What follows belongs to an exercise in optimizing a design on an open flow for small area and a short achievable clock period; a production flow would make more cautious choices. The RTL was checked by simulation tests, not by an equivalence proof against the original design. No driver is modelled on the clock port, so clocking that relies on it looks cheaper here than on a real chip. Power and IR drop assume default switching activity.

### flow/run.sh
#!/bin/bash
# Own layout flow: the standard synthesis and ORFS layout (standard.sh),
# with these changes:
#  - before floorplanning, gates that synthesis mapped to a larger drive
#    strength are set back to the smallest one (downsize.tcl); timing repair
#    later upsizes whatever needs it;
#  - the ports are buffered with small buffers (PORT_BUF) instead of the
#    delay cells buffer_ports picks by default;
#  - the global-route stage's timing repair aims at the same setup slack
#    (TARGET) as the skew.
# Each make run's output goes to its own log here; ORFS keeps one log per step
# under orfs/logs.
set -euo pipefail
F=$(cd "$(dirname "$0")" && pwd)
PORT_BUF=${PORT_BUF:-sky130_fd_sc_hd__buf_2}
export SKEW_TARGET=${TARGET:-5.0}
COMMON=("BUFFER_PORTS_ARGS=-buffer_cell $PORT_BUF" PRE_FLOORPLAN_TCL=$F/downsize.tcl POST_CTS_TCL=$F/skew.tcl)
bash standard.sh synth > synth.log 2>&1
bash standard.sh "${COMMON[@]}" cts > place_cts.log 2>&1
bash standard.sh "${COMMON[@]}" SETUP_SLACK_MARGIN=$SKEW_TARGET finish > route.log 2>&1
### flow/downsize.tcl
# Set combinational gates that synthesis mapped to drive strength 2 or 4 back
# to strength 1 when the library has it: the hierarchical synthesis maps each
# small module alone and upsizes for an assumed load.
set n 0
foreach inst [[ord::get_db_block] getInsts] {
  set m [[$inst getMaster] getName]
  if { [regexp {^(sky130_fd_sc_hd__(a21oi|o21ai|a22oi|nand2|nor2|xor2|xnor2|and2|or2|inv|a21o|o21a|nand3|nor3))_[24]$} $m -> base] } {
    set lc [get_lib_cells -quiet ${base}_1]
    if { $lc != {} } {
      replace_cell [get_cells [$inst getName]] $lc
      incr n
    }
  }
}
puts "downsize: $n gates set to drive strength 1"
### flow/skew.tcl

# delay classes: cells of the chain (leaf side first) and nominal delay in ns
set skew_classes {
  {{} 0.0}
  {{sky130_fd_sc_hd__clkdlybuf4s50_1} 0.62}
  {{sky130_fd_sc_hd__clkdlybuf4s50_1 sky130_fd_sc_hd__clkdlybuf4s25_1} 0.90}
  {{sky130_fd_sc_hd__clkdlybuf4s50_1 sky130_fd_sc_hd__clkdlybuf4s50_1} 1.15}
  {{sky130_fd_sc_hd__clkdlybuf4s50_1 sky130_fd_sc_hd__clkdlybuf4s50_1 sky130_fd_sc_hd__clkdlybuf4s25_1} 1.42}
}
set skew_last sky130_fd_sc_hd__clkbuf_4
set skew_hold_allow 0.5

estimate_parasitics -placement
set regs {}
for {set i 0} {$i < 32} {incr i} {
  set d [get_pins "result\\\[$i\\\]\$_DFF_P_/D"]
  set s [get_property $d slack_max]
  set h [get_property $d slack_min]
  set o [get_property [get_ports "result\[$i\]"] slack_max]
  lappend regs [list $i $s $o $h]
  puts [format "skew: result\[%d\] setup %.3f output %.3f hold %.3f" $i $s $o $h]
}

# SKEW_TARGET: the setup slack the layout aims at (the later timing repair
# aims at the same).  Each register gets the smallest delay class that brings
# its input path to the target while its output path keeps the target;
# failing that, the largest class its output path allows (timing repair then
# speeds up its input path).  Delays are also capped by the hold slack.
set target $::env(SKEW_TARGET)
set best {}
foreach r $regs {
  lassign $r i s o h
  set pick 0
  set c 0
  foreach cl $skew_classes {
    set d [lindex $cl 1]
    if { $o - $d < $target || $h - $d < -$skew_hold_allow } { break }
    set pick $c
    if { $s + $d >= $target } { break }
    incr c
  }
  lappend best [list $i $pick]
}
puts [format "skew: target slack %.2f" $target]

set groups [dict create]
foreach a $best {
  lassign $a i c
  if { $c == 0 } { continue }
  set pin [get_pins "result\\\[$i\\\]\$_DFF_P_/CLK"]
  set net [get_full_name [get_nets -of_objects $pin]]
  dict lappend groups [list $net $c] $pin
}
set dbu [[ord::get_db_block] getDbUnitsPerMicron]
set k 0
dict for {key pins} $groups {
  lassign $key net c
  set xs 0; set ys 0; set n 0
  foreach p $pins {
    set loc [[[sta::sta_to_db_pin $p] getInst] getLocation]
    set xs [expr {$xs + [lindex $loc 0]}]
    set ys [expr {$ys + [lindex $loc 1]}]
    incr n
  }
  set loc [list [expr {$xs / $n / double($dbu)}] [expr {$ys / $n / double($dbu)}]]
  set last [insert_buffer -buffer_cell $skew_last -net $net -load_pins $pins \
    -buffer_name skew_clkbuf_$k -location $loc]
  set j 0
  foreach cell [lreverse [lindex $skew_classes $c 0]] {
    set last [insert_buffer -buffer_cell $cell -net $net \
      -load_pins [get_pins [get_full_name $last]/A] \
      -buffer_name skew_dly_${k}_$j -location $loc]
    incr j
  }
  puts "skew: net $net class $c: [llength $pins] registers"
  incr k
}
detailed_placement
check_placement -verbose
estimate_parasitics -placement
report_worst_slack -max
report_worst_slack -min
### standard.sh
#!/bin/bash
# synth_recipe.tcl (not shown) runs the flow's synth.tcl, then flattens the netlist and writes it again
# the make line also repeats each setting of config.mk as NAME=value (left out here)
make -C /OpenROAD-flow-scripts/flow DESIGN_CONFIG=/design/flow/config.mk WORK_HOME=/design/flow/orfs CLKGATE_MAP_FILE= SYNTH_SCRIPT=/design/flow/synth_recipe.tcl "${@:-finish}"
### config.mk
export PLATFORM = sky130hd
export DESIGN_NAME = vedic_mult_reg
export DESIGN_NICKNAME = vedic_mult_reg
export VERILOG_FILES = /design/flow/design.v
export SDC_FILE = /design/flow/constraint.sdc
export NUM_CORES = 8
export LEC_CHECK = 0
export ABC_CLOCK_PERIOD_IN_PS = 100000
export CAP_MARGIN = 20
export CORE_MARGIN = 2
export CORE_UTILIZATION = 60
export SLEW_MARGIN = 20
export SYNTH_HIERARCHICAL = 1
### constraint.sdc
create_clock -name core_clock -period 9.0 [get_ports {clk}]
set_input_delay 1.8000 -clock core_clock [delete_from_list [all_inputs] [get_ports {clk}]]
set_output_delay 1.8000 -clock core_clock [all_outputs]
set_load 0.01 [all_outputs]
### design.v
module vedic_mult_reg(clk, a, b, result);
	input clk;
	input [15:0] a;
	input [15:0] b;
	output reg [31:0] result;
	reg [15:0] a_q;
	reg [15:0] b_q;
	wire [31:0] product;
	vedicmult_16bit mult(
		.a(a_q),
		.b(b_q),
		.result(product));
	always @(posedge clk) begin
		a_q <= a;
		b_q <= b;
		result <= product;
	end
endmodule

module vedicmult_16bit(a, b, result);
	input wire [15:0] a;
	input wire [15:0] b;
	output wire [31:0] result;
wire p1, p2, p3, p4, p5, p6, p7, p8, p9, p10, p11, p12, p13, p14, p15, p16;
wire p17, p18, p19, p20, p21, p22, p23, p24, p25, p26, p27, p28, p29, p30, p31, p32;
wire p33, p34, p35, p36, p37, p38, p39, p40, p41, p42, p43, p44, p45, p46, p47, p48;
wire p49, p50, p51, p52, p53, p54, p55, p56, p57, p58, p59, p60, p61, p62, p63, p64;
wire p65, p66, p67, p68, p69, p70, p71, p72, p73, p74, p75, p76, p77, p78, p79, p80;
wire p81, p82, p83, p84, p85, p86, p87, p88, p89, p90, p91, p92, p93, p94, p95, p96;
wire p97, p98, p99, p100, p101, p102, p103, p104, p105, p106, p107, p108, p109, p110, p111, p112;
wire p113, p114, p115, p116, p117, p118, p119, p120, p121, p122, p123, p124, p125, p126, p127, p128;
wire p129, p130, p131, p132, p133, p134, p135, p136, p137, p138, p139, p140, p141, p142, p143, p144;
wire p145, p146, p147, p148, p149, p150, p151, p152, p153, p154, p155, p156, p157, p158, p159, p160;
wire p161, p162, p163, p164, p165, p166, p167, p168, p169, p170, p171, p172, p173, p174, p175, p176;
wire p177, p178, p179, p180, p181, p182, p183, p184, p185, p186, p187, p188, p189, p190, p191, p192;
wire p193, p194, p195, p196, p197, p198, p199, p200, p201, p202, p203, p204, p205, p206, p207, p208;
wire p209, p210, p211, p212, p213, p214, p215, p216, p217, p218, p219, p220, p221, p222, p223, p224;
wire p225, p226, p227, p228, p229, p230, p231, p232, p233, p234, p235, p236, p237, p238, p239, p240;
wire p241, p242, p243, p244, p245, p246, p247, p248, p249, p250, p251, p252, p253, p254, p255, h257;
wire h258, f259_0, f259_1, h260, h261, f262_0, f262_1, f263_0, f263_1, h264, h265, f266_0, f266_1, f267_0, f267_1, h268;
wire h269, f270_0, f270_1, f271_0, f271_1, f272_0, f272_1, h273, h274, f275_0, f275_1, h276, h277, f278_0, f278_1, f279_0;
wire f279_1, h280, h281, f282_0, f282_1, f283_0, f283_1, f284_0, f284_1, h285, h286, f287_0, f287_1, f288_0, f288_1, f289_0;
wire f289_1, f290_0, f290_1, f291_0, f291_1, f292_0, f292_1, f293_0, f293_1, f294_0, f294_1, f295_0, f295_1, f296_0, f296_1, f297_0;
wire f297_1, f298_0, f298_1, f299_0, f299_1, f300_0, f300_1, f301_0, f301_1, f302_0, f302_1, f303_0, f303_1, f304_0, f304_1, f305_0;
wire f305_1, f306_0, f306_1, f307_0, f307_1, f308_0, f308_1, f309_0, f309_1, f310_0, f310_1, f311_0, f311_1, f312_0, f312_1, f313_0;
wire f313_1, f314_0, f314_1, f315_0, f315_1, f316_0, f316_1, f317_0, f317_1, f318_0, f318_1, f319_0, f319_1, f320_0, f320_1, h321;
wire h322, f323_0, f323_1, h324, h325, f326_0, f326_1, f327_0, f327_1, h328, h329, f330_0, f330_1, f331_0, f331_1, f332_0;
wire f332_1, f333_0, f333_1, f334_0, f334_1, f335_0, f335_1, f336_0, f336_1, f337_0, f337_1, f338_0, f338_1, f339_0, f339_1, f340_0;
wire f340_1, f341_0, f341_1, f342_0, f342_1, f343_0, f343_1, f344_0, f344_1, f345_0, f345_1, f346_0, f346_1, f347_0, f347_1, f348_0;
wire f348_1, f349_0, f349_1, f350_0, f350_1, f351_0, f351_1, f352_0, f352_1, f353_0, f353_1, f354_0, f354_1, f355_0, f355_1, f356_0;
wire f356_1, f357_0, f357_1, f358_0, f358_1, f359_0, f359_1, f360_0, f360_1, f361_0, f361_1, f362_0, f362_1, f363_0, f363_1, f364_0;
wire f364_1, f365_0, f365_1, f366_0, f366_1, f367_0, f367_1, f368_0, f368_1, f369_0, f369_1, f370_0, f370_1, f371_0, f371_1, f372_0;
wire f372_1, f373_0, f373_1, f374_0, f374_1, f375_0, f375_1, f376_0, f376_1, f377_0, f377_1, h378, h379, f380_0, f380_1, h381;
wire h382, f383_0, f383_1, f384_0, f384_1, f385_0, f385_1, f386_0, f386_1, f387_0, f387_1, f388_0, f388_1, f389_0, f389_1, f390_0;
wire f390_1, f391_0, f391_1, f392_0, f392_1, f393_0, f393_1, f394_0, f394_1, f395_0, f395_1, f396_0, f396_1, f397_0, f397_1, f398_0;
wire f398_1, f399_0, f399_1, f400_0, f400_1, f401_0, f401_1, f402_0, f402_1, f403_0, f403_1, f404_0, f404_1, f405_0, f405_1, f406_0;
wire f406_1, f407_0, f407_1, f408_0, f408_1, f409_0, f409_1, f410_0, f410_1, f411_0, f411_1, f412_0, f412_1, f413_0, f413_1, f414_0;
wire f414_1, f415_0, f415_1, f416_0, f416_1, f417_0, f417_1, f418_0, f418_1, f419_0, f419_1, f420_0, f420_1, f421_0, f421_1, f422_0;
wire f422_1, f423_0, f423_1, f424_0, f424_1, f425_0, f425_1, h426, h427, f428_0, f428_1, f429_0, f429_1, f430_0, f430_1, f431_0;
wire f431_1, f432_0, f432_1, f433_0, f433_1, f434_0, f434_1, f435_0, f435_1, f436_0, f436_1, f437_0, f437_1, f438_0, f438_1, f439_0;
wire f439_1, f440_0, f440_1, f441_0, f441_1, f442_0, f442_1, f443_0, f443_1, f444_0, f444_1, f445_0, f445_1, f446_0, f446_1, f447_0;
wire f447_1, f448_0, f448_1, f449_0, f449_1, f450_0, f450_1, f451_0, f451_1, f452_0, f452_1, h453, h454, f455_0, f455_1, f456_0;
wire f456_1, f457_0, f457_1, f458_0, f458_1, f459_0, f459_1, f460_0, f460_1, f461_0, f461_1, f462_0, f462_1, f463_0, f463_1, f464_0;
wire f464_1, f465_0, f465_1, f466_0, f466_1, f467_0, f467_1, f468_0, f468_1, f469_0, f469_1, f470_0, f470_1, f471_0, f471_1, f472_0;
wire f472_1, f473_0, f473_1, f474_0, f474_1, f475_0, f475_1, f476_0, f476_1, f477_0, f477_1, f478_0, f478_1, f479_0, f479_1, f480_0;
wire f480_1, f481_0, f481_1, g483, x484, g485, x486, g487, x488, g489, x490, g491, x492, g493, x494, g495;
wire x496, g497, x498, g499, x500, g501, x502, g503, x504, g505, x506, g507, x508, g509, x510, g511;
wire x512, g513, x514, g515, x516, g517, x518, g519, x520, g521, x522, g523, x524, g525, x526, g527;
wire x528, g529, x530, g531, x532, g533, x534, g535, x536, g537, x538, g539, x540, g541, q542, i543;
wire q544, q545, q546, q547, q548, q549, q550, q551, q552, q553, q554, q555, q556, q557, q558, q559;
wire q560, q561, q562, q563, q564, q565, q566, q567, q568, q569, q570, i571, q572, q573, i574, q575;
wire i576, q577, q578, q579, i580, q581, i582, q583, q584, q585, i586, q587, i588, q589, q590, q591;
wire i592, q593, i594, q595, q596, q597, i598, q599, i600, q601, q602, q603, i604, q605, i606, q607;
wire q608, q609, q610, i611, q612, q613, q614, q615, q616, i617, q618, i619, q620, q621, q622, q623;
wire q624, q625, q626, i627, q628, i629, q630, q631, q632, q633, q634, q635, q636, i637, q638, q639;
wire q640, q641, q642, q643, q644, q645, i646, q647, i648, q649, q650, q651, q652, q653, q654, q655;
wire q656, q657, q658, i659, q660, q661, q662, q663, q664, q665, q666, q667, q668, q669, q670, q671;
vm_nand2 u1(a[0], b[1], p1);
vm_nand2 u2(a[0], b[2], p2);
vm_nand2 u3(a[0], b[3], p3);
vm_nand2 u4(a[0], b[4], p4);
vm_nand2 u5(a[0], b[5], p5);
vm_nand2 u6(a[0], b[6], p6);
vm_nand2 u7(a[0], b[7], p7);
vm_nand2 u8(a[0], b[8], p8);
vm_nand2 u9(a[0], b[9], p9);
vm_nand2 u10(a[0], b[10], p10);
vm_nand2 u11(a[0], b[11], p11);
vm_nand2 u12(a[0], b[12], p12);
vm_nand2 u13(a[0], b[13], p13);
vm_nand2 u14(a[0], b[14], p14);
vm_nand2 u15(a[0], b[15], p15);
vm_nand2 u16(a[1], b[0], p16);
vm_nand2 u17(a[1], b[1], p17);
vm_nand2 u18(a[1], b[2], p18);
vm_nand2 u19(a[1], b[3], p19);
vm_nand2 u20(a[1], b[4], p20);
vm_nand2 u21(a[1], b[5], p21);
vm_nand2 u22(a[1], b[6], p22);
vm_nand2 u23(a[1], b[7], p23);
vm_nand2 u24(a[1], b[8], p24);
vm_nand2 u25(a[1], b[9], p25);
vm_nand2 u26(a[1], b[10], p26);
vm_nand2 u27(a[1], b[11], p27);
vm_nand2 u28(a[1], b[12], p28);
vm_nand2 u29(a[1], b[13], p29);
vm_nand2 u30(a[1], b[14], p30);
vm_nand2 u31(a[1], b[15], p31);
vm_nand2 u32(a[2], b[0], p32);
vm_nand2 u33(a[2], b[1], p33);
vm_nand2 u34(a[2], b[2], p34);
vm_nand2 u35(a[2], b[3], p35);
vm_nand2 u36(a[2], b[4], p36);
vm_nand2 u37(a[2], b[5], p37);
vm_nand2 u38(a[2], b[6], p38);
vm_nand2 u39(a[2], b[7], p39);
vm_nand2 u40(a[2], b[8], p40);
vm_nand2 u41(a[2], b[9], p41);
vm_nand2 u42(a[2], b[10], p42);
vm_nand2 u43(a[2], b[11], p43);
vm_nand2 u44(a[2], b[12], p44);
vm_nand2 u45(a[2], b[13], p45);
vm_nand2 u46(a[2], b[14], p46);
vm_nand2 u47(a[2], b[15], p47);
vm_nand2 u48(a[3], b[0], p48);
vm_nand2 u49(a[3], b[1], p49);
vm_nand2 u50(a[3], b[2], p50);
vm_nand2 u51(a[3], b[3], p51);
vm_nand2 u52(a[3], b[4], p52);
vm_nand2 u53(a[3], b[5], p53);
vm_nand2 u54(a[3], b[6], p54);
vm_nand2 u55(a[3], b[7], p55);
vm_nand2 u56(a[3], b[8], p56);
vm_nand2 u57(a[3], b[9], p57);
vm_nand2 u58(a[3], b[10], p58);
vm_nand2 u59(a[3], b[11], p59);
vm_nand2 u60(a[3], b[12], p60);
vm_nand2 u61(a[3], b[13], p61);
vm_nand2 u62(a[3], b[14], p62);
vm_nand2 u63(a[3], b[15], p63);
vm_nand2 u64(a[4], b[0], p64);
vm_nand2 u65(a[4], b[1], p65);
vm_nand2 u66(a[4], b[2], p66);
vm_nand2 u67(a[4], b[3], p67);
vm_nand2 u68(a[4], b[4], p68);
vm_nand2 u69(a[4], b[5], p69);
vm_nand2 u70(a[4], b[6], p70);
vm_nand2 u71(a[4], b[7], p71);
vm_nand2 u72(a[4], b[8], p72);
vm_nand2 u73(a[4], b[9], p73);
vm_nand2 u74(a[4], b[10], p74);
vm_nand2 u75(a[4], b[11], p75);
vm_nand2 u76(a[4], b[12], p76);
vm_nand2 u77(a[4], b[13], p77);
vm_nand2 u78(a[4], b[14], p78);
vm_nand2 u79(a[4], b[15], p79);
vm_nand2 u80(a[5], b[0], p80);
vm_nand2 u81(a[5], b[1], p81);
vm_nand2 u82(a[5], b[2], p82);
vm_nand2 u83(a[5], b[3], p83);
vm_nand2 u84(a[5], b[4], p84);
vm_nand2 u85(a[5], b[5], p85);
vm_nand2 u86(a[5], b[6], p86);
vm_nand2 u87(a[5], b[7], p87);
vm_nand2 u88(a[5], b[8], p88);
vm_nand2 u89(a[5], b[9], p89);
vm_nand2 u90(a[5], b[10], p90);
vm_nand2 u91(a[5], b[11], p91);
vm_nand2 u92(a[5], b[12], p92);
vm_nand2 u93(a[5], b[13], p93);
vm_nand2 u94(a[5], b[14], p94);
vm_nand2 u95(a[5], b[15], p95);
vm_nand2 u96(a[6], b[0], p96);
vm_nand2 u97(a[6], b[1], p97);
vm_nand2 u98(a[6], b[2], p98);
vm_nand2 u99(a[6], b[3], p99);
vm_nand2 u100(a[6], b[4], p100);
vm_nand2 u101(a[6], b[5], p101);
vm_nand2 u102(a[6], b[6], p102);
vm_nand2 u103(a[6], b[7], p103);
vm_nand2 u104(a[6], b[8], p104);
vm_nand2 u105(a[6], b[9], p105);
vm_nand2 u106(a[6], b[10], p106);
vm_nand2 u107(a[6], b[11], p107);
vm_nand2 u108(a[6], b[12], p108);
vm_nand2 u109(a[6], b[13], p109);
vm_nand2 u110(a[6], b[14], p110);
vm_nand2 u111(a[6], b[15], p111);
vm_nand2 u112(a[7], b[0], p112);
vm_nand2 u113(a[7], b[1], p113);
vm_nand2 u114(a[7], b[2], p114);
vm_nand2 u115(a[7], b[3], p115);
vm_nand2 u116(a[7], b[4], p116);
vm_nand2 u117(a[7], b[5], p117);
vm_nand2 u118(a[7], b[6], p118);
vm_nand2 u119(a[7], b[7], p119);
vm_nand2 u120(a[7], b[8], p120);
vm_nand2 u121(a[7], b[9], p121);
vm_nand2 u122(a[7], b[10], p122);
vm_nand2 u123(a[7], b[11], p123);
vm_nand2 u124(a[7], b[12], p124);
vm_nand2 u125(a[7], b[13], p125);
vm_nand2 u126(a[7], b[14], p126);
vm_nand2 u127(a[7], b[15], p127);
vm_nand2 u128(a[8], b[0], p128);
vm_nand2 u129(a[8], b[1], p129);
vm_nand2 u130(a[8], b[2], p130);
vm_nand2 u131(a[8], b[3], p131);
vm_nand2 u132(a[8], b[4], p132);
vm_nand2 u133(a[8], b[5], p133);
vm_nand2 u134(a[8], b[6], p134);
vm_nand2 u135(a[8], b[7], p135);
vm_nand2 u136(a[8], b[8], p136);
vm_nand2 u137(a[8], b[9], p137);
vm_nand2 u138(a[8], b[10], p138);
vm_nand2 u139(a[8], b[11], p139);
vm_nand2 u140(a[8], b[12], p140);
vm_nand2 u141(a[8], b[13], p141);
vm_nand2 u142(a[8], b[14], p142);
vm_nand2 u143(a[8], b[15], p143);
vm_nand2 u144(a[9], b[0], p144);
vm_nand2 u145(a[9], b[1], p145);
vm_nand2 u146(a[9], b[2], p146);
vm_nand2 u147(a[9], b[3], p147);
vm_nand2 u148(a[9], b[4], p148);
vm_nand2 u149(a[9], b[5], p149);
vm_nand2 u150(a[9], b[6], p150);
vm_nand2 u151(a[9], b[7], p151);
vm_nand2 u152(a[9], b[8], p152);
vm_nand2 u153(a[9], b[9], p153);
vm_nand2 u154(a[9], b[10], p154);
vm_nand2 u155(a[9], b[11], p155);
vm_nand2 u156(a[9], b[12], p156);
vm_nand2 u157(a[9], b[13], p157);
vm_nand2 u158(a[9], b[14], p158);
vm_nand2 u159(a[9], b[15], p159);
vm_nand2 u160(a[10], b[0], p160);
vm_nand2 u161(a[10], b[1], p161);
vm_nand2 u162(a[10], b[2], p162);
vm_nand2 u163(a[10], b[3], p163);
vm_nand2 u164(a[10], b[4], p164);
vm_nand2 u165(a[10], b[5], p165);
vm_nand2 u166(a[10], b[6], p166);
vm_nand2 u167(a[10], b[7], p167);
vm_nand2 u168(a[10], b[8], p168);
vm_nand2 u169(a[10], b[9], p169);
vm_nand2 u170(a[10], b[10], p170);
vm_nand2 u171(a[10], b[11], p171);
vm_nand2 u172(a[10], b[12], p172);
vm_nand2 u173(a[10], b[13], p173);
vm_nand2 u174(a[10], b[14], p174);
vm_nand2 u175(a[10], b[15], p175);
vm_nand2 u176(a[11], b[0], p176);
vm_nand2 u177(a[11], b[1], p177);
vm_nand2 u178(a[11], b[2], p178);
vm_nand2 u179(a[11], b[3], p179);
vm_nand2 u180(a[11], b[4], p180);
vm_nand2 u181(a[11], b[5], p181);
vm_nand2 u182(a[11], b[6], p182);
vm_nand2 u183(a[11], b[7], p183);
vm_nand2 u184(a[11], b[8], p184);
vm_nand2 u185(a[11], b[9], p185);
vm_nand2 u186(a[11], b[10], p186);
vm_nand2 u187(a[11], b[11], p187);
vm_nand2 u188(a[11], b[12], p188);
vm_nand2 u189(a[11], b[13], p189);
vm_nand2 u190(a[11], b[14], p190);
vm_nand2 u191(a[11], b[15], p191);
vm_nand2 u192(a[12], b[0], p192);
vm_nand2 u193(a[12], b[1], p193);
vm_nand2 u194(a[12], b[2], p194);
vm_nand2 u195(a[12], b[3], p195);
vm_nand2 u196(a[12], b[4], p196);
vm_nand2 u197(a[12], b[5], p197);
vm_nand2 u198(a[12], b[6], p198);
vm_nand2 u199(a[12], b[7], p199);
vm_nand2 u200(a[12], b[8], p200);
vm_nand2 u201(a[12], b[9], p201);
vm_nand2 u202(a[12], b[10], p202);
vm_nand2 u203(a[12], b[11], p203);
vm_nand2 u204(a[12], b[12], p204);
vm_nand2 u205(a[12], b[13], p205);
vm_nand2 u206(a[12], b[14], p206);
vm_nand2 u207(a[12], b[15], p207);
vm_nand2 u208(a[13], b[0], p208);
vm_nand2 u209(a[13], b[1], p209);
vm_nand2 u210(a[13], b[2], p210);
vm_nand2 u211(a[13], b[3], p211);
vm_nand2 u212(a[13], b[4], p212);
vm_nand2 u213(a[13], b[5], p213);
vm_nand2 u214(a[13], b[6], p214);
vm_nand2 u215(a[13], b[7], p215);
vm_nand2 u216(a[13], b[8], p216);
vm_nand2 u217(a[13], b[9], p217);
vm_nand2 u218(a[13], b[10], p218);
vm_nand2 u219(a[13], b[11], p219);
vm_nand2 u220(a[13], b[12], p220);
vm_nand2 u221(a[13], b[13], p221);
vm_nand2 u222(a[13], b[14], p222);
vm_nand2 u223(a[13], b[15], p223);
vm_nand2 u224(a[14], b[0], p224);
vm_nand2 u225(a[14], b[1], p225);
vm_nand2 u226(a[14], b[2], p226);
vm_nand2 u227(a[14], b[3], p227);
vm_nand2 u228(a[14], b[4], p228);
vm_nand2 u229(a[14], b[5], p229);
vm_nand2 u230(a[14], b[6], p230);
vm_nand2 u231(a[14], b[7], p231);
vm_nand2 u232(a[14], b[8], p232);
vm_nand2 u233(a[14], b[9], p233);
vm_nand2 u234(a[14], b[10], p234);
vm_nand2 u235(a[14], b[11], p235);
vm_nand2 u236(a[14], b[12], p236);
vm_nand2 u237(a[14], b[13], p237);
vm_nand2 u238(a[14], b[14], p238);
vm_nand2 u239(a[14], b[15], p239);
vm_nand2 u240(a[15], b[0], p240);
vm_nand2 u241(a[15], b[1], p241);
vm_nand2 u242(a[15], b[2], p242);
vm_nand2 u243(a[15], b[3], p243);
vm_nand2 u244(a[15], b[4], p244);
vm_nand2 u245(a[15], b[5], p245);
vm_nand2 u246(a[15], b[6], p246);
vm_nand2 u247(a[15], b[7], p247);
vm_nand2 u248(a[15], b[8], p248);
vm_nand2 u249(a[15], b[9], p249);
vm_nand2 u250(a[15], b[10], p250);
vm_nand2 u251(a[15], b[11], p251);
vm_nand2 u252(a[15], b[12], p252);
vm_nand2 u253(a[15], b[13], p253);
vm_nand2 u254(a[15], b[14], p254);
vm_nand2 u255(a[15], b[15], p255);
vm_and2 u256(a[0], b[0], result[0]);
vm_xnor2 u257(p13, p28, h257);
vm_or2 u258(p13, p28, h258);
vm_fa u259(p14, p29, p44, f259_0, f259_1);
vm_xnor2 u260(p59, p74, h260);
vm_or2 u261(p59, p74, h261);
vm_fa u262(p15, p30, p45, f262_0, f262_1);
vm_fa u263(p60, p75, p90, f263_0, f263_1);
vm_xnor2 u264(p105, p120, h264);
vm_or2 u265(p105, p120, h265);
vm_fa u266(p31, p46, p61, f266_0, f266_1);
vm_fa u267(p76, p91, p106, f267_0, f267_1);
vm_xnor2 u268(p121, p136, h268);
vm_or2 u269(p121, p136, h269);
vm_fa u270(p47, p62, p77, f270_0, f270_1);
vm_fa u271(p92, p107, p122, f271_0, f271_1);
vm_fa u272(p63, p78, p93, f272_0, f272_1);
vm_xnor2 u273(p9, p24, h273);
vm_or2 u274(p9, p24, h274);
vm_fa u275(p10, p25, p40, f275_0, f275_1);
vm_xnor2 u276(p55, p70, h276);
vm_or2 u277(p55, p70, h277);
vm_fa u278(p11, p26, p41, f278_0, f278_1);
vm_fa u279(p56, p71, p86, f279_0, f279_1);
vm_xnor2 u280(p101, p116, h280);
vm_or2 u281(p101, p116, h281);
vm_fa u282(p12, p27, p42, f282_0, f282_1);
vm_fa u283(p57, p72, p87, f283_0, f283_1);
vm_fa u284(p102, p117, p132, f284_0, f284_1);
vm_xnor2 u285(p147, p162, h285);
vm_or2 u286(p147, p162, h286);
vm_fa u287(p43, p58, p73, f287_0, f287_1);
vm_fa u288(p88, p103, p118, f288_0, f288_1);
vm_fa u289(p133, p148, p163, f289_0, f289_1);
vm_fa u290(p178, p193, p208, f290_0, f290_1);
vm_fa u291(p89, p104, p119, f291_0, f291_1);
vm_fa u292(p134, p149, p164, f292_0, f292_1);
vm_fa u293(p179, p194, p209, f293_0, f293_1);
vm_fa u294(p224, h258, h260, f294_0, f294_1);
vm_fa u295(p135, p150, p165, f295_0, f295_1);
vm_fa u296(p180, p195, p210, f296_0, f296_1);
vm_fa u297(p225, p240, h261, f297_0, f297_1);
vm_fa u298(h264, f259_1, f262_0, f298_0, f298_1);
vm_fa u299(p151, p166, p181, f299_0, f299_1);
vm_fa u300(p196, p211, p226, f300_0, f300_1);
vm_fa u301(p241, h265, h268, f301_0, f301_1);
vm_fa u302(f262_1, f263_1, f266_0, f302_0, f302_1);
vm_fa u303(p137, p152, p167, f303_0, f303_1);
vm_fa u304(p182, p197, p212, f304_0, f304_1);
vm_fa u305(p227, p242, h269, f305_0, f305_1);
vm_fa u306(f266_1, f267_1, f270_0, f306_0, f306_1);
vm_fa u307(p108, p123, p138, f307_0, f307_1);
vm_fa u308(p153, p168, p183, f308_0, f308_1);
vm_fa u309(p198, p213, p228, f309_0, f309_1);
vm_fa u310(p243, f270_1, f271_1, f310_0, f310_1);
vm_fa u311(p79, p94, p109, f311_0, f311_1);
vm_fa u312(p124, p139, p154, f312_0, f312_1);
vm_fa u313(p169, p184, p199, f313_0, f313_1);
vm_fa u314(p214, p229, p244, f314_0, f314_1);
vm_fa u315(p95, p110, p125, f315_0, f315_1);
vm_fa u316(p140, p155, p170, f316_0, f316_1);
vm_fa u317(p185, p200, p215, f317_0, f317_1);
vm_fa u318(p111, p126, p141, f318_0, f318_1);
vm_fa u319(p156, p171, p186, f319_0, f319_1);
vm_fa u320(p127, p142, p157, f320_0, f320_1);
vm_xnor2 u321(p6, p21, h321);
vm_or2 u322(p6, p21, h322);
vm_fa u323(p7, p22, p37, f323_0, f323_1);
vm_xnor2 u324(p52, p67, h324);
vm_or2 u325(p52, p67, h325);
vm_fa u326(p8, p23, p38, f326_0, f326_1);
vm_fa u327(p53, p68, p83, f327_0, f327_1);
vm_xnor2 u328(p98, p113, h328);
vm_or2 u329(p98, p113, h329);
vm_fa u330(p39, p54, p69, f330_0, f330_1);
vm_fa u331(p84, p99, p114, f331_0, f331_1);
vm_fa u332(p129, p144, h273, f332_0, f332_1);
vm_fa u333(p85, p100, p115, f333_0, f333_1);
vm_fa u334(p130, p145, p160, f334_0, f334_1);
vm_fa u335(h274, h276, f275_0, f335_0, f335_1);
vm_fa u336(p131, p146, p161, f336_0, f336_1);
vm_fa u337(p176, h277, h280, f337_0, f337_1);
vm_fa u338(f275_1, f278_0, f279_0, f338_0, f338_1);
vm_fa u339(p177, p192, h281, f339_0, f339_1);
vm_fa u340(h285, f278_1, f279_1, f340_0, f340_1);
vm_fa u341(f282_0, f283_0, f284_0, f341_0, f341_1);
vm_fa u342(h286, h257, f282_1, f342_0, f342_1);
vm_fa u343(f283_1, f284_1, f287_0, f343_0, f343_1);
vm_fa u344(f288_0, f289_0, f290_0, f344_0, f344_1);
vm_fa u345(f287_1, f288_1, f289_1, f345_0, f345_1);
vm_fa u346(f290_1, f291_0, f292_0, f346_0, f346_1);
vm_fa u347(f293_0, f259_0, f294_0, f347_0, f347_1);
vm_fa u348(f291_1, f292_1, f293_1, f348_0, f348_1);
vm_fa u349(f295_0, f296_0, f263_0, f349_0, f349_1);
vm_fa u350(f294_1, f297_0, f298_0, f350_0, f350_1);
vm_fa u351(f295_1, f296_1, f299_0, f351_0, f351_1);
vm_fa u352(f300_0, f267_0, f297_1, f352_0, f352_1);
vm_fa u353(f301_0, f298_1, f302_0, f353_0, f353_1);
vm_fa u354(f299_1, f300_1, f303_0, f354_0, f354_1);
vm_fa u355(f304_0, f271_0, f301_1, f355_0, f355_1);
vm_fa u356(f305_0, f302_1, f306_0, f356_0, f356_1);
vm_fa u357(f303_1, f304_1, f307_0, f357_0, f357_1);
vm_fa u358(f308_0, f309_0, f272_0, f358_0, f358_1);
vm_fa u359(f305_1, f306_1, f310_0, f359_0, f359_1);
vm_fa u360(f307_1, f308_1, f309_1, f360_0, f360_1);
vm_fa u361(f272_1, f311_0, f312_0, f361_0, f361_1);
vm_fa u362(f313_0, f314_0, f310_1, f362_0, f362_1);
vm_fa u363(p230, p245, f311_1, f363_0, f363_1);
vm_fa u364(f312_1, f313_1, f314_1, f364_0, f364_1);
vm_fa u365(f315_0, f316_0, f317_0, f365_0, f365_1);
vm_fa u366(p201, p216, p231, f366_0, f366_1);
vm_fa u367(p246, f315_1, f316_1, f367_0, f367_1);
vm_fa u368(f317_1, f318_0, f319_0, f368_0, f368_1);
vm_fa u369(p172, p187, p202, f369_0, f369_1);
vm_fa u370(p217, p232, p247, f370_0, f370_1);
vm_fa u371(f318_1, f319_1, f320_0, f371_0, f371_1);
vm_fa u372(p143, p158, p173, f372_0, f372_1);
vm_fa u373(p188, p203, p218, f373_0, f373_1);
vm_fa u374(p233, p248, f320_1, f374_0, f374_1);
vm_fa u375(p159, p174, p189, f375_0, f375_1);
vm_fa u376(p204, p219, p234, f376_0, f376_1);
vm_fa u377(p175, p190, p205, f377_0, f377_1);
vm_xnor2 u378(p4, p19, h378);
vm_or2 u379(p4, p19, h379);
vm_fa u380(p5, p20, p35, f380_0, f380_1);
vm_xnor2 u381(p50, p65, h381);
vm_or2 u382(p50, p65, h382);
vm_fa u383(p36, p51, p66, f383_0, f383_1);
vm_fa u384(p81, p96, h321, f384_0, f384_1);
vm_fa u385(p82, p97, p112, f385_0, f385_1);
vm_fa u386(h322, h324, f323_0, f386_0, f386_1);
vm_fa u387(p128, h325, h328, f387_0, f387_1);
vm_fa u388(f323_1, f326_0, f327_0, f388_0, f388_1);
vm_fa u389(h329, f326_1, f327_1, f389_0, f389_1);
vm_fa u390(f330_0, f331_0, f332_0, f390_0, f390_1);
vm_fa u391(f330_1, f331_1, f333_0, f391_0, f391_1);
vm_fa u392(f334_0, f332_1, f335_0, f392_0, f392_1);
vm_fa u393(f333_1, f334_1, f336_0, f393_0, f393_1);
vm_fa u394(f337_0, f335_1, f338_0, f394_0, f394_1);
vm_fa u395(f336_1, f337_1, f339_0, f395_0, f395_1);
vm_fa u396(f340_0, f338_1, f341_0, f396_0, f396_1);
vm_fa u397(f339_1, f340_1, f342_0, f397_0, f397_1);
vm_fa u398(f341_1, f343_0, f344_0, f398_0, f398_1);
vm_fa u399(f342_1, f343_1, f345_0, f399_0, f399_1);
vm_fa u400(f344_1, f346_0, f347_0, f400_0, f400_1);
vm_fa u401(f345_1, f348_0, f346_1, f401_0, f401_1);
vm_fa u402(f349_0, f347_1, f350_0, f402_0, f402_1);
vm_fa u403(f348_1, f349_1, f351_0, f403_0, f403_1);
vm_fa u404(f352_0, f350_1, f353_0, f404_0, f404_1);
vm_fa u405(f351_1, f352_1, f354_0, f405_0, f405_1);
vm_fa u406(f355_0, f353_1, f356_0, f406_0, f406_1);
vm_fa u407(f354_1, f355_1, f357_0, f407_0, f407_1);
vm_fa u408(f358_0, f356_1, f359_0, f408_0, f408_1);
vm_fa u409(f357_1, f360_0, f358_1, f409_0, f409_1);
vm_fa u410(f361_0, f359_1, f362_0, f410_0, f410_1);
vm_fa u411(f360_1, f363_0, f364_0, f411_0, f411_1);
vm_fa u412(f361_1, f365_0, f362_1, f412_0, f412_1);
vm_fa u413(f366_0, f363_1, f364_1, f413_0, f413_1);
vm_fa u414(f367_0, f365_1, f368_0, f414_0, f414_1);
vm_fa u415(f366_1, f369_0, f370_0, f415_0, f415_1);
vm_fa u416(f367_1, f368_1, f371_0, f416_0, f416_1);
vm_fa u417(f369_1, f370_1, f372_0, f417_0, f417_1);
vm_fa u418(f373_0, f371_1, f374_0, f418_0, f418_1);
vm_fa u419(p249, f372_1, f373_1, f419_0, f419_1);
vm_fa u420(f375_0, f376_0, f374_1, f420_0, f420_1);
vm_fa u421(p220, p235, p250, f421_0, f421_1);
vm_fa u422(f375_1, f376_1, f377_0, f422_0, f422_1);
vm_fa u423(p191, p206, p221, f423_0, f423_1);
vm_fa u424(p236, p251, f377_1, f424_0, f424_1);
vm_fa u425(p207, p222, p237, f425_0, f425_1);
vm_xnor2 u426(p3, p18, h426);
vm_or2 u427(p3, p18, h427);
vm_fa u428(p34, p49, p64, f428_0, f428_1);
vm_fa u429(p80, h379, h381, f429_0, f429_1);
vm_fa u430(h382, f380_1, f383_0, f430_0, f430_1);
vm_fa u431(f383_1, f385_0, f384_1, f431_0, f431_1);
vm_fa u432(f385_1, f387_0, f386_1, f432_0, f432_1);
vm_fa u433(f387_1, f389_0, f388_1, f433_0, f433_1);
vm_fa u434(f389_1, f391_0, f390_1, f434_0, f434_1);
vm_fa u435(f391_1, f393_0, f392_1, f435_0, f435_1);
vm_fa u436(f393_1, f395_0, f394_1, f436_0, f436_1);
vm_fa u437(f395_1, f397_0, f396_1, f437_0, f437_1);
vm_fa u438(f397_1, f398_1, f399_0, f438_0, f438_1);
vm_fa u439(f399_1, f401_0, f400_1, f439_0, f439_1);
vm_fa u440(f401_1, f403_0, f402_1, f440_0, f440_1);
vm_fa u441(f403_1, f405_0, f404_1, f441_0, f441_1);
vm_fa u442(f405_1, f407_0, f406_1, f442_0, f442_1);
vm_fa u443(f407_1, f409_0, f408_1, f443_0, f443_1);
vm_fa u444(f409_1, f411_0, f412_0, f444_0, f444_1);
vm_fa u445(f411_1, f413_0, f414_0, f445_0, f445_1);
vm_fa u446(f415_0, f413_1, f414_1, f446_0, f446_1);
vm_fa u447(f415_1, f417_0, f416_1, f447_0, f447_1);
vm_fa u448(f417_1, f419_0, f420_0, f448_0, f448_1);
vm_fa u449(f421_0, f419_1, f422_0, f449_0, f449_1);
vm_fa u450(f421_1, f423_0, f422_1, f450_0, f450_1);
vm_fa u451(p252, f423_1, f425_0, f451_0, f451_1);
vm_fa u452(p223, p238, p253, f452_0, f452_1);
vm_xnor2 u453(p2, p17, h453);
vm_or2 u454(p2, p17, h454);
vm_fa u455(p33, p48, h426, f455_0, f455_1);
vm_fa u456(h427, h378, f428_0, f456_0, f456_1);
vm_fa u457(f428_1, f380_0, f429_0, f457_0, f457_1);
vm_fa u458(f429_1, f384_0, f430_0, f458_0, f458_1);
vm_fa u459(f430_1, f386_0, f431_0, f459_0, f459_1);
vm_fa u460(f431_1, f388_0, f432_0, f460_0, f460_1);
vm_fa u461(f390_0, f432_1, f433_0, f461_0, f461_1);
vm_fa u462(f433_1, f392_0, f434_0, f462_0, f462_1);
vm_fa u463(f434_1, f394_0, f435_0, f463_0, f463_1);
vm_fa u464(f396_0, f435_1, f436_0, f464_0, f464_1);
vm_fa u465(f398_0, f436_1, f437_0, f465_0, f465_1);
vm_fa u466(f400_0, f437_1, f438_0, f466_0, f466_1);
vm_fa u467(f438_1, f402_0, f439_0, f467_0, f467_1);
vm_fa u468(f439_1, f404_0, f440_0, f468_0, f468_1);
vm_fa u469(f406_0, f440_1, f441_0, f469_0, f469_1);
vm_fa u470(f408_0, f441_1, f442_0, f470_0, f470_1);
vm_fa u471(f410_0, f442_1, f443_0, f471_0, f471_1);
vm_fa u472(f410_1, f443_1, f444_0, f472_0, f472_1);
vm_fa u473(f412_1, f445_0, f444_1, f473_0, f473_1);
vm_fa u474(f416_0, f445_1, f446_0, f474_0, f474_1);
vm_fa u475(f418_0, f446_1, f447_0, f475_0, f475_1);
vm_fa u476(f418_1, f447_1, f448_0, f476_0, f476_1);
vm_fa u477(f420_1, f449_0, f448_1, f477_0, f477_1);
vm_fa u478(f424_0, f449_1, f450_0, f478_0, f478_1);
vm_fa u479(f424_1, f451_0, f450_1, f479_0, f479_1);
vm_fa u480(f425_1, f452_0, f451_1, f480_0, f480_1);
vm_fa u481(p239, p254, f452_1, f481_0, f481_1);
vm_xor2 u482(p1, p16, result[1]);
vm_nor2 u483(p1, p16, g483);
vm_xor2 u484(h453, p32, x484);
vm_nor2 u485(h453, p32, g485);
vm_xor2 u486(h454, f455_0, x486);
vm_nor2 u487(h454, f455_0, g487);
vm_xor2 u488(f455_1, f456_0, x488);
vm_nor2 u489(f455_1, f456_0, g489);
vm_xor2 u490(f456_1, f457_0, x490);
vm_nor2 u491(f456_1, f457_0, g491);
vm_xor2 u492(f457_1, f458_0, x492);
vm_nor2 u493(f457_1, f458_0, g493);
vm_xor2 u494(f458_1, f459_0, x494);
vm_nor2 u495(f458_1, f459_0, g495);
vm_xor2 u496(f459_1, f460_0, x496);
vm_nor2 u497(f459_1, f460_0, g497);
vm_xor2 u498(f460_1, f461_0, x498);
vm_nor2 u499(f460_1, f461_0, g499);
vm_xor2 u500(f461_1, f462_0, x500);
vm_nor2 u501(f461_1, f462_0, g501);
vm_xor2 u502(f462_1, f463_0, x502);
vm_nor2 u503(f462_1, f463_0, g503);
vm_xor2 u504(f463_1, f464_0, x504);
vm_nor2 u505(f463_1, f464_0, g505);
vm_xor2 u506(f464_1, f465_0, x506);
vm_nor2 u507(f464_1, f465_0, g507);
vm_xor2 u508(f465_1, f466_0, x508);
vm_nor2 u509(f465_1, f466_0, g509);
vm_xor2 u510(f466_1, f467_0, x510);
vm_nor2 u511(f466_1, f467_0, g511);
vm_xor2 u512(f467_1, f468_0, x512);
vm_nor2 u513(f467_1, f468_0, g513);
vm_xor2 u514(f468_1, f469_0, x514);
vm_nor2 u515(f468_1, f469_0, g515);
vm_xor2 u516(f469_1, f470_0, x516);
vm_nor2 u517(f469_1, f470_0, g517);
vm_xor2 u518(f470_1, f471_0, x518);
vm_nor2 u519(f470_1, f471_0, g519);
vm_xor2 u520(f471_1, f472_0, x520);
vm_nor2 u521(f471_1, f472_0, g521);
vm_xor2 u522(f472_1, f473_0, x522);
vm_nor2 u523(f472_1, f473_0, g523);
vm_xor2 u524(f473_1, f474_0, x524);
vm_nor2 u525(f473_1, f474_0, g525);
vm_xor2 u526(f474_1, f475_0, x526);
vm_nor2 u527(f474_1, f475_0, g527);
vm_xor2 u528(f475_1, f476_0, x528);
vm_nor2 u529(f475_1, f476_0, g529);
vm_xor2 u530(f476_1, f477_0, x530);
vm_nor2 u531(f476_1, f477_0, g531);
vm_xor2 u532(f477_1, f478_0, x532);
vm_nor2 u533(f477_1, f478_0, g533);
vm_xor2 u534(f478_1, f479_0, x534);
vm_nor2 u535(f478_1, f479_0, g535);
vm_xor2 u536(f479_1, f480_0, x536);
vm_nor2 u537(f479_1, f480_0, g537);
vm_xor2 u538(f480_1, f481_0, x538);
vm_nor2 u539(f480_1, f481_0, g539);
vm_xor2 u540(f481_1, p255, x540);
vm_nor2 u541(f481_1, p255, g541);
vm_aoi21 u542(g485, x484, g483, q542);
vm_inv u543(q542, i543);
vm_aoi21 u544(g487, x486, i543, q544);
vm_aoi21 u545(g491, x490, g489, q545);
vm_nand2 u546(x490, x488, q546);
vm_aoi21 u547(g495, x494, g493, q547);
vm_nand2 u548(x494, x492, q548);
vm_aoi21 u549(g499, x498, g497, q549);
vm_nand2 u550(x498, x496, q550);
vm_aoi21 u551(g503, x502, g501, q551);
vm_nand2 u552(x502, x500, q552);
vm_aoi21 u553(g507, x506, g505, q553);
vm_nand2 u554(x506, x504, q554);
vm_aoi21 u555(g511, x510, g509, q555);
vm_nand2 u556(x510, x508, q556);
vm_aoi21 u557(g515, x514, g513, q557);
vm_nand2 u558(x514, x512, q558);
vm_aoi21 u559(g519, x518, g517, q559);
vm_nand2 u560(x518, x516, q560);
vm_aoi21 u561(g523, x522, g521, q561);
vm_nand2 u562(x522, x520, q562);
vm_aoi21 u563(g527, x526, g525, q563);
vm_nand2 u564(x526, x524, q564);
vm_aoi21 u565(g531, x530, g529, q565);
vm_nand2 u566(x530, x528, q566);
vm_aoi21 u567(g535, x534, g533, q567);
vm_nand2 u568(x534, x532, q568);
vm_aoi21 u569(g539, x538, g537, q569);
vm_nand2 u570(x538, x536, q570);
vm_inv u571(q544, i571);
vm_aoi21 u572(g489, x488, i571, q572);
vm_oai21 u573(q545, q546, q544, q573);
vm_inv u574(q547, i574);
vm_aoi21 u575(g497, x496, i574, q575);
vm_inv u576(q548, i576);
vm_nand2 u577(x496, i576, q577);
vm_oai21 u578(q549, q550, q547, q578);
vm_nor2 u579(q550, q548, q579);
vm_inv u580(q551, i580);
vm_aoi21 u581(g505, x504, i580, q581);
vm_inv u582(q552, i582);
vm_nand2 u583(x504, i582, q583);
vm_oai21 u584(q553, q554, q551, q584);
vm_nor2 u585(q554, q552, q585);
vm_inv u586(q555, i586);
vm_aoi21 u587(g513, x512, i586, q587);
vm_inv u588(q556, i588);
vm_nand2 u589(x512, i588, q589);
vm_oai21 u590(q557, q558, q555, q590);
vm_nor2 u591(q558, q556, q591);
vm_inv u592(q559, i592);
vm_aoi21 u593(g521, x520, i592, q593);
vm_inv u594(q560, i594);
vm_nand2 u595(x520, i594, q595);
vm_oai21 u596(q561, q562, q559, q596);
vm_nor2 u597(q562, q560, q597);
vm_inv u598(q563, i598);
vm_aoi21 u599(g529, x528, i598, q599);
vm_inv u600(q564, i600);
vm_nand2 u601(x528, i600, q601);
vm_oai21 u602(q565, q566, q563, q602);
vm_nor2 u603(q566, q564, q603);
vm_inv u604(q567, i604);
vm_aoi21 u605(g537, x536, i604, q605);
vm_inv u606(q568, i606);
vm_nand2 u607(x536, i606, q607);
vm_oai21 u608(q569, q570, q567, q608);
vm_nor2 u609(q570, q568, q609);
vm_aoi21 u610(g493, x492, q573, q610);
vm_inv u611(q573, i611);
vm_oai21 u612(q547, q548, i611, q612);
vm_oai21 u613(q575, q577, i611, q613);
vm_aoi21 u614(q578, q579, q573, q614);
vm_aoi21 u615(g509, x508, q584, q615);
vm_nand2 u616(x508, q585, q616);
vm_inv u617(q584, i617);
vm_oai21 u618(q555, q556, i617, q618);
vm_inv u619(q585, i619);
vm_nor2 u620(q556, i619, q620);
vm_oai21 u621(q587, q589, i617, q621);
vm_nor2 u622(q589, i619, q622);
vm_aoi21 u623(q590, q591, q584, q623);
vm_nand2 u624(q591, q585, q624);
vm_aoi21 u625(g525, x524, q596, q625);
vm_nand2 u626(x524, q597, q626);
vm_inv u627(q596, i627);
vm_oai21 u628(q563, q564, i627, q628);
vm_inv u629(q597, i629);
vm_nor2 u630(q564, i629, q630);
vm_oai21 u631(q599, q601, i627, q631);
vm_nor2 u632(q601, i629, q632);
vm_aoi21 u633(q602, q603, q596, q633);
vm_nand2 u634(q603, q597, q634);
vm_aoi21 u635(g541, x540, q608, q635);
vm_nand2 u636(x540, q609, q636);
vm_inv u637(q614, i637);
vm_aoi21 u638(g501, x500, i637, q638);
vm_oai21 u639(q551, q552, q614, q639);
vm_oai21 u640(q581, q583, q614, q640);
vm_aoi21 u641(q584, q585, i637, q641);
vm_oai21 u642(q615, q616, q614, q642);
vm_aoi21 u643(q618, q620, i637, q643);
vm_aoi21 u644(q621, q622, i637, q644);
vm_oai21 u645(q623, q624, q614, q645);
vm_inv u646(q633, i646);
vm_aoi21 u647(g533, x532, i646, q647);
vm_inv u648(q634, i648);
vm_nand2 u649(x532, i648, q649);
vm_oai21 u650(q567, q568, q633, q650);
vm_nor2 u651(q568, q634, q651);
vm_oai21 u652(q605, q607, q633, q652);
vm_nor2 u653(q607, q634, q653);
vm_aoi21 u654(q608, q609, i646, q654);
vm_nand2 u655(q609, i648, q655);
vm_oai21 u656(q635, q636, q633, q656);
vm_nor2 u657(q636, q634, q657);
vm_aoi21 u658(g517, x516, q645, q658);
vm_inv u659(q645, i659);
vm_oai21 u660(q559, q560, i659, q660);
vm_oai21 u661(q593, q595, i659, q661);
vm_aoi21 u662(q596, q597, q645, q662);
vm_oai21 u663(q625, q626, i659, q663);
vm_aoi21 u664(q628, q630, q645, q664);
vm_aoi21 u665(q631, q632, q645, q665);
vm_oai21 u666(q633, q634, i659, q666);
vm_oai21 u667(q647, q649, i659, q667);
vm_aoi21 u668(q650, q651, q645, q668);
vm_aoi21 u669(q652, q653, q645, q669);
vm_oai21 u670(q654, q655, i659, q670);
vm_aoi21 u671(q656, q657, q645, q671);
vm_xor2 u672(x484, g483, result[2]);
vm_xnor2 u673(x486, q542, result[3]);
vm_xnor2 u674(x488, q544, result[4]);
vm_xnor2 u675(x490, q572, result[5]);
vm_xor2 u676(x492, q573, result[6]);
vm_xnor2 u677(x494, q610, result[7]);
vm_xor2 u678(x496, q612, result[8]);
vm_xor2 u679(x498, q613, result[9]);
vm_xnor2 u680(x500, q614, result[10]);
vm_xnor2 u681(x502, q638, result[11]);
vm_xor2 u682(x504, q639, result[12]);
vm_xor2 u683(x506, q640, result[13]);
vm_xnor2 u684(x508, q641, result[14]);
vm_xor2 u685(x510, q642, result[15]);
vm_xnor2 u686(x512, q643, result[16]);
vm_xnor2 u687(x514, q644, result[17]);
vm_xor2 u688(x516, q645, result[18]);
vm_xnor2 u689(x518, q658, result[19]);
vm_xor2 u690(x520, q660, result[20]);
vm_xor2 u691(x522, q661, result[21]);
vm_xnor2 u692(x524, q662, result[22]);
vm_xor2 u693(x526, q663, result[23]);
vm_xnor2 u694(x528, q664, result[24]);
vm_xnor2 u695(x530, q665, result[25]);
vm_xor2 u696(x532, q666, result[26]);
vm_xor2 u697(x534, q667, result[27]);
vm_xnor2 u698(x536, q668, result[28]);
vm_xnor2 u699(x538, q669, result[29]);
vm_xor2 u700(x540, q670, result[30]);
vm_inv u701(q671, result[31]);
endmodule
module vm_and2(a, b, y);
	input a, b;
	output y;
	assign y = a & b;
endmodule
module vm_aoi21(a, b, c, y);
	input a, b, c;
	output y;
	assign y = ~(a | (b & c));
endmodule
module vm_fa(a, b, c, s, co);
	input a, b, c;
	output s, co;
	assign s = a ^ b ^ c;
	assign co = (a & b) | (a & c) | (b & c);
endmodule
module vm_inv(a, y);
	input a;
	output y;
	assign y = ~a;
endmodule
module vm_nand2(a, b, y);
	input a, b;
	output y;
	assign y = ~(a & b);
endmodule
module vm_nor2(a, b, y);
	input a, b;
	output y;
	assign y = ~(a | b);
endmodule
module vm_oai21(a, b, c, y);
	input a, b, c;
	output y;
	assign y = ~(a & (b | c));
endmodule
module vm_or2(a, b, y);
	input a, b;
	output y;
	assign y = a | b;
endmodule
module vm_xnor2(a, b, y);
	input a, b;
	output y;
	assign y = ~(a ^ b);
endmodule
module vm_xor2(a, b, y);
	input a, b;
	output y;
	assign y = a ^ b;
endmodule
==> qor.csv <==
stage,metric,value,unit
run_status,status,timing/DRC/antenna clean,
timing,drv_slew,0,
timing,period_share,43.6,%
placement,dpl.hpwl,14500,um
timing,max_freq,255,MHz
synthesis,synth_cells,765,
power_and_ir_drop,p_leak,0.00336,uW
worst_setup_path,path_max_fanout,1,
global_route,track_usage,31.0,%
drt,wl,19100,um
global_route,gr-total-overflow,0,
drt,first_pass_iters,4,
worst_setup_path,cp_cell_sequence,buf_6,
worst_setup_path,crit-reg2reg-launch,a_q[0]$_DFF_P_,
floorplan,die_w,116,um
placement,gp_congestion,0.842,
floorplan,die_h,116,um
worst_setup_path,crit_end,result[28],
worst_setup_path,crit_start,result[28]$_DFF_P_,
power_and_ir_drop,p_total,3720,uW
power_and_ir_drop,vdd_drop_max,0.342,mV
timing,relSlewSlack,53.5,%
worst_setup_path,path_depth,1,
drt,drt_iter0_drc,260,
clocking,worst_skew_pair.late_latency,1.70,ns
timing,setup-tns-final,0,ns
worst_setup_path,start_kind,flip-flop,
final_layout,n_antenna_cell,0,
placement,port_buffers,64,
power_and_ir_drop,powerDensity,417,nW/um2
drt,postRouteAntennaNets,0,
floorplan,row_count,41,
final_layout,drive_gt1_share,14.3,%
global_route,grt_pass1_vias,6451,
global_route,grt_max_degree,17,
worst_setup_path,critPathBufInv,1,
drt,drc,0,
final_layout,final_nets,1107,
drt,vias,5766,
floorplan,pin_count,65,
clocking,clkSlewWorstSetupHoldPaths,0.09,ns
run,drv_cap,0,
timing,min_period,3.92,ns
timing,fin_skew,1.36,ns
worst_setup_path,r2r_cells,15,
floorplan,core,12500,um2
global_route,antenna_found_initial,0,
synthesis,yosys_warnings,7,
clocking,clkSinkCount,64,
worst_setup_path,slowest_delay,0.32,ns
worst_setup_path,criticalPathCategory,flip-flop to primary output,
worst_setup_path,critPathTopFamily,flip-flops,
timing,hold_violations,0,
worst_setup_path,critPathSlowestCell,dfxtp_2,
worst_setup_path,crit_arrival,2.12,ns
timing,tightest_slew,0.696,ns
drt,wl_per_cell,18.0,um
timing,rsz0062_at_grt,true,
worst_setup_path,worstSetupEndpointType,primary output,
synthesis,synthesis.nets,993,
hold_path,hold_class,flip-flop to flip-flop,
clocking,cts_tree,yes,
timing,setup_viol,0,
global_route,grt_pass1_wl,31100,um
worst_setup_path,worstReg2RegEnd,result[21]$_DFF_P_,
worst_setup_path,reg2reg_slack,5.17,ns
floorplan,die_area,13500,um2
floorplan,initial_utilization,60.8,%
worst_setup_path,required,7.20,ns
drt,viasPerCell,5.46,
==> cell usage in the layout, fill, tap and decap left out <==
master,count
clkdlybuf4s50_1,13
buf_4,3
and2_1,1
nand2_1,281
or2_1,15
o21ai_4,1
nor2_1,43
clkinvlp_4,2
dfxtp_4,11
a21oi_2,2
buf_6,3
a21oi_1,40
clkbuf_16,9
bufinv_16,2
dfxtp_2,20
dfxtp_1,33
o21ai_1,25
xor2_1,43
xor2_2,1
inv_6,3
fa_1,195
xnor2_1,30
clkbuf_4,8
dlygate4sd3_1,12
clkdlybuf4s25_1,3
inv_1,24
buf_2,61
==> routing by layer <==
| metal | routed length, um | GRT usage, % |
|---|---|---|
| met5 | 0 | 0 |
| met4 | 857 | 16.6 |
| met3 | 813 | 5.60 |
| met2 | 10500 | 56.5 |
| met1 | 6920 | 34.6 |
==> state kept, by name (all words and copies together), names as in the netlist <==
| signal | count |
|---|---|
| result | 32 |
| a_q | 16 |
| b_q | 16 |
==> worst min-delay path by stage <==
stage          slack (ns)  cells past startpoint            endpoint             from
2_1_floorplan        0.63                      1   result[0]$_DFF_P_   b_q[0]$_DFF_P_
3_3_place_gp         0.71                      1   result[0]$_DFF_P_   a_q[0]$_DFF_P_
3_5_place_dp         0.75                      1   result[0]$_DFF_P_   a_q[0]$_DFF_P_
5_1_grt              0.07                      5  result[28]$_DFF_P_  a_q[13]$_DFF_P_
6_report             0.03                      5  result[28]$_DFF_P_  a_q[13]$_DFF_P_
==> stage by stage <==
step                utilization, %  setup slack [ns]  instances  instance area [um2]  hold WS [ns]
floorplan                        -              4.07        765                 7580         0.627
global placement              65.2              3.43       1002                 8120         0.713
detailed placement            65.2              3.24       1002                 8120         0.751
global route                  71.5              4.96       1056                 8920        0.0732
finish                        71.5              5.08       1056                 8920        0.0302
==> cell type report, without the clock buffers <==
cell class	instances	area [um2]
inverter	24	90.1
clock inverter	7	101
fill	978	3550
timing repair buffer	79	482
tap	172	215
sequential	64	1350
multi-input combinational	677	6230
==> power by group <==
part / total, uW / internal (uW) / switching [uW]
Sequential: 464 / 412 / 52.7
Combinational: 2660 / 1120 / 1540
Clock: 591 / 399 / 192
Total: 3720 / 1930 / 1790
==> worst min-delay path: cells and delay by family, from the launching register on <==
| family | cells | cell delay, ns |
|---|---|---|
| and+or+nand+nor | 1 | 0.14 |
| adders and majority gates | 2 | 0.48 |
| DFF | 1 | 0.43 |
| xor gates and xnor gates | 2 | 0.30 |

separate check: timing with driven ports:
The flow's constraints put no driver on any port. The routed layout listed below was extracted and timed again, unchanged, in two steps. Step 1 sets driving cells, clkbuf_16 on the clock port and buf_2 on the other inputs (assumed; they add their load-dependent delay and slew). Step 2, shift: input delay + t, output delay - t, t = (earliest + latest rising clock arrival at the registers) / 2. This alone moves slack from input paths to output paths. Slacks: ideal / step 1 / step 2; pairs: ideal / step 1.
t, ns: 1.060
slack for setup (ns): 5.076 / 5.036 / 5.166
latest minus earliest clock arrival (ns): 1.355 / 1.356
worst data-port slew with drivers (ns): 0.04
In this run the clock reaches the registers at very different times; t lies between them, and the last value is a rough guide only. The setup slack of this run moves by -0.040 ns with the drivers and by +0.090 ns with both steps.
